This is an optimization exercise on Yosys and OpenROAD, whose aim is a short achievable clock period, few clock cycles per item and low power, not a production implementation.
At most, simulation tests tie the RTL to the original design; equivalence was not proved.

==> flow/design.v (excerpt) <==
module PID_controller #(
    parameter W = 16,
    parameter signed MAX_VAL = 32767,
    parameter signed MIN_VAL = -32768
)(
    input logic clk,
    input logic reset_n,
    input  logic signed [W-1:0] s_axi_tdata,
    input  logic s_axi_tvalid,
    output logic s_axi_tready,
    input  logic signed [W-1:0] Kp, Ki, Kd,
    input  logic signed [W-1:0] setpoint,
    output logic [W-1:0] m_axi_tdata,
    output logic m_axi_tvalid,
    input  logic m_axi_tready
);
For scale: roughly 490 flip-flops, about 100 I/O pins, roughly 0.040 sq mm of cells after synthesis.
make LEC_CHECK=0 CAP_MARGIN=20 CORE_MARGIN=2 CORE_UTILIZATION=40 SETUP_SLACK_MARGIN=3.7 SLEW_MARGIN=20 SYNTH_HIERARCHICAL=1 SYNTH_MINIMUM_KEEP_SIZE=0 finish   # period 7.5 ns
run.sh (not shown) runs the stock make flow with config.mk's settings and CLKGATE_MAP_FILE= SYNTH_SCRIPT=/design/flow/synth_recipe.tcl, a recipe that flattens the netlist after the stock synthesis.
==> next run, changes <==
--- a/flow/design.v
+++ b/flow/design.v
@@ -1547,19 +1547,19 @@
   wire s_neg = hx[33] ^ c33;
   wire [15:0] out_new = in_range ? s_lo : (s_neg ? 16'h8000 : 16'h7fff);
   wire [33:0] acc_inc = acc + ib;
   wire fire = adv & vC;
   always_ff @(posedge clk or negedge reset_n) begin
     if (!reset_n) acc <= '0;
     else if (fire & not_sat) acc <= acc_inc;
   end
   wire pop = vo & m_axi_tready;
-  wire vs_next = vs ? ~pop : (fire & vo & ~pop);
+  wire vs_next = vo & ~pop & (vs | fire);
   always_ff @(posedge clk or negedge reset_n) begin
     if (!reset_n) begin
       vo <= 1'b0;
       vs <= 1'b0;
       rdy <= 1'b1;
     end else begin
       vs <= vs_next;
       rdy <= ~vs_next;
       if (!vs) begin
=> The changed run completed without violations; hold slack gets worse by 0.0067 ns; wire length stays flat; clock skew barely changes; count of clock-buffer cells in the layout increases by 1; final area hardly moves; final cell count climbs by about 0.6%; global-route usage hardly moves.
Testbench counts after the change, summed over its fixed seeds: cycles 2,432, items 2,400.
No functional check of the RTL was part of the first run of this note.

---

old:
PID_controller, a different RTL version from the one above (not shown whole).
Size in the first run: roughly 100 I/O pins.
Settings: LEC_CHECK=0, CAP_MARGIN=20, CORE_MARGIN=2, CORE_UTILIZATION=40, SETUP_SLACK_MARGIN=3.7, SLEW_MARGIN=20, SYNTH_HIERARCHICAL=1, SYNTH_MINIMUM_KEEP_SIZE=0; clock period 7.5 ns.
Relative to old, the following input files were edited for new:
diff --git a/flow/design.v b/flow/design.v
--- a/flow/design.v
+++ b/flow/design.v
@@ -1617,21 +1617,21 @@
   wire c33 = hi_sum[18] | ((&hx[32:15]) & c15);
   wire s_neg = hx[33] ^ c33;
   wire [15:0] out_new = in_range ? s_lo : (s_neg ? 16'h8000 : 16'h7fff);
   wire [33:0] acc_inc = ix + iy;
   wire fire = adv & vC;
   always_ff @(posedge clk or negedge reset_n) begin
     if (!reset_n) acc <= '0;
     else if (fire & not_sat) acc <= acc_inc;
   end
   wire pop = vo & m_axi_tready;
-  wire vs_next = vs ? ~pop : (fire & vo & ~pop);
+  wire vs_next = vo & ~pop & (vs | fire);
   always_ff @(posedge clk or negedge reset_n) begin
     if (!reset_n) begin
       vo <= 1'b0;
       vs <= 1'b0;
       rdy <= 1'b1;
     end else begin
       vs <= vs_next;
       rdy <= ~vs_next;
       if (!vs) begin
         if (fire) vo <= 1'b1;
## What came out
- old completed every stage of the flow, and the final layout passed the timing, design-rule and antenna checks.
- No stage failed in new, and the final checks on the layout all came back clean.
- Looking at new and old, the effective utilization at floorplan is a wash.
- [compare] base=old new=new: count of cell types in the netlist grew by 5; full die area essentially unchanged; part of the cycle the worst path needs went up 0.30 points.
No functional check of the RTL was part of any run of this note.

--- another note on this design; it stands on its own ---

the reference run:
// PID_controller
module PID_controller #(
    parameter W = 16,
    parameter signed MAX_VAL = 32767,
    parameter signed MIN_VAL = -32768
)(
    input logic clk,
    input logic reset_n,
    input  logic signed [W-1:0] s_axi_tdata,
    input  logic s_axi_tvalid,
    output logic s_axi_tready,
    input  logic signed [W-1:0] Kp, Ki, Kd,
    input  logic signed [W-1:0] setpoint,
    output logic [W-1:0] m_axi_tdata,
    output logic m_axi_tvalid,
    input  logic m_axi_tready
);
export LEC_CHECK = 0
export CAP_MARGIN = 20
export CORE_MARGIN = 2
export CORE_UTILIZATION = 40
export CTS_CLUSTER_DIAMETER = 70
export CTS_CLUSTER_SIZE = 25
export SETUP_SLACK_MARGIN = 3.7
export SLEW_MARGIN = 20
export SYNTH_HIERARCHICAL = 1
export SYNTH_MINIMUM_KEEP_SIZE = 0
create_clock -name core_clock -period 7.5 [get_ports {clk}]
run.sh (not shown) runs the stock make flow with config.mk's settings and CLKGATE_MAP_FILE= SYNTH_SCRIPT=/design/flow/synth_recipe.tcl, a recipe that flattens the netlist after the stock synthesis.
Testbench counts of the reference run, summed over its fixed seeds: cycles 2,432, items 2,400.
Setup changes, the reference run to the trial run
Settings: CTS_CLUSTER_DIAMETER changed from 70 to 80; CTS_CLUSTER_SIZE changed from 25 to 30.
Findings:
On first-pass GRT wire length, the reference run and the trial run are neck and neck.
The sequential cell area in the final layout on the trial run is in line with that on the reference run.
Number of placed cells counting well taps: the trial run vs the reference run identical

port drivers added, routing unchanged:
In the flow no input, the clock included, has a driving cell. The finished layouts below were timed again as built, in two steps. Step 1 (the two cells are an assumption about what drives the block):
set clk [get_ports {clk}]
set_driving_cell -lib_cell sky130_fd_sc_hd__clkbuf_16 $clk
set_driving_cell -lib_cell sky130_fd_sc_hd__buf_2 [delete_from_list [all_inputs] $clk]
Step 2, shift: input delay + t, output delay - t, t = (earliest + latest rising clock arrival at the registers) / 2. This alone moves slack from input paths to output paths. Slacks: ideal ports / drivers / drivers and shift; pairs: ideal ports / drivers.
| run | t, ns | setup slack, ns | worst register clock-pin slew, ns |
|---|---|---|---|
| the first run of note 1 | 0.695 | 3.645 / 3.645 / 3.159 | 0.07 / 0.07 |
| the second run of note 1 | 0.721 | 3.687 / 3.724 / 3.013 | 0.07 / 0.07 |
| old | 0.690 | 3.599 / 3.599 / 3.335 | 0.06 / 0.06 |
| new | 0.682 | 3.577 / 3.577 / 3.222 | 0.07 / 0.07 |
| the reference run | 0.672 | 3.671 / 3.671 / 3.099 | 0.10 / 0.10 |
| the trial run | 0.668 | 3.719 / 3.733 / 3.101 | 0.11 / 0.11 |
After both steps setup and hold are still met in every run listed. For the second run of note 1, which loses most, drivers alone change the setup slack by +0.037 ns; drivers and shift together by -0.674 ns.
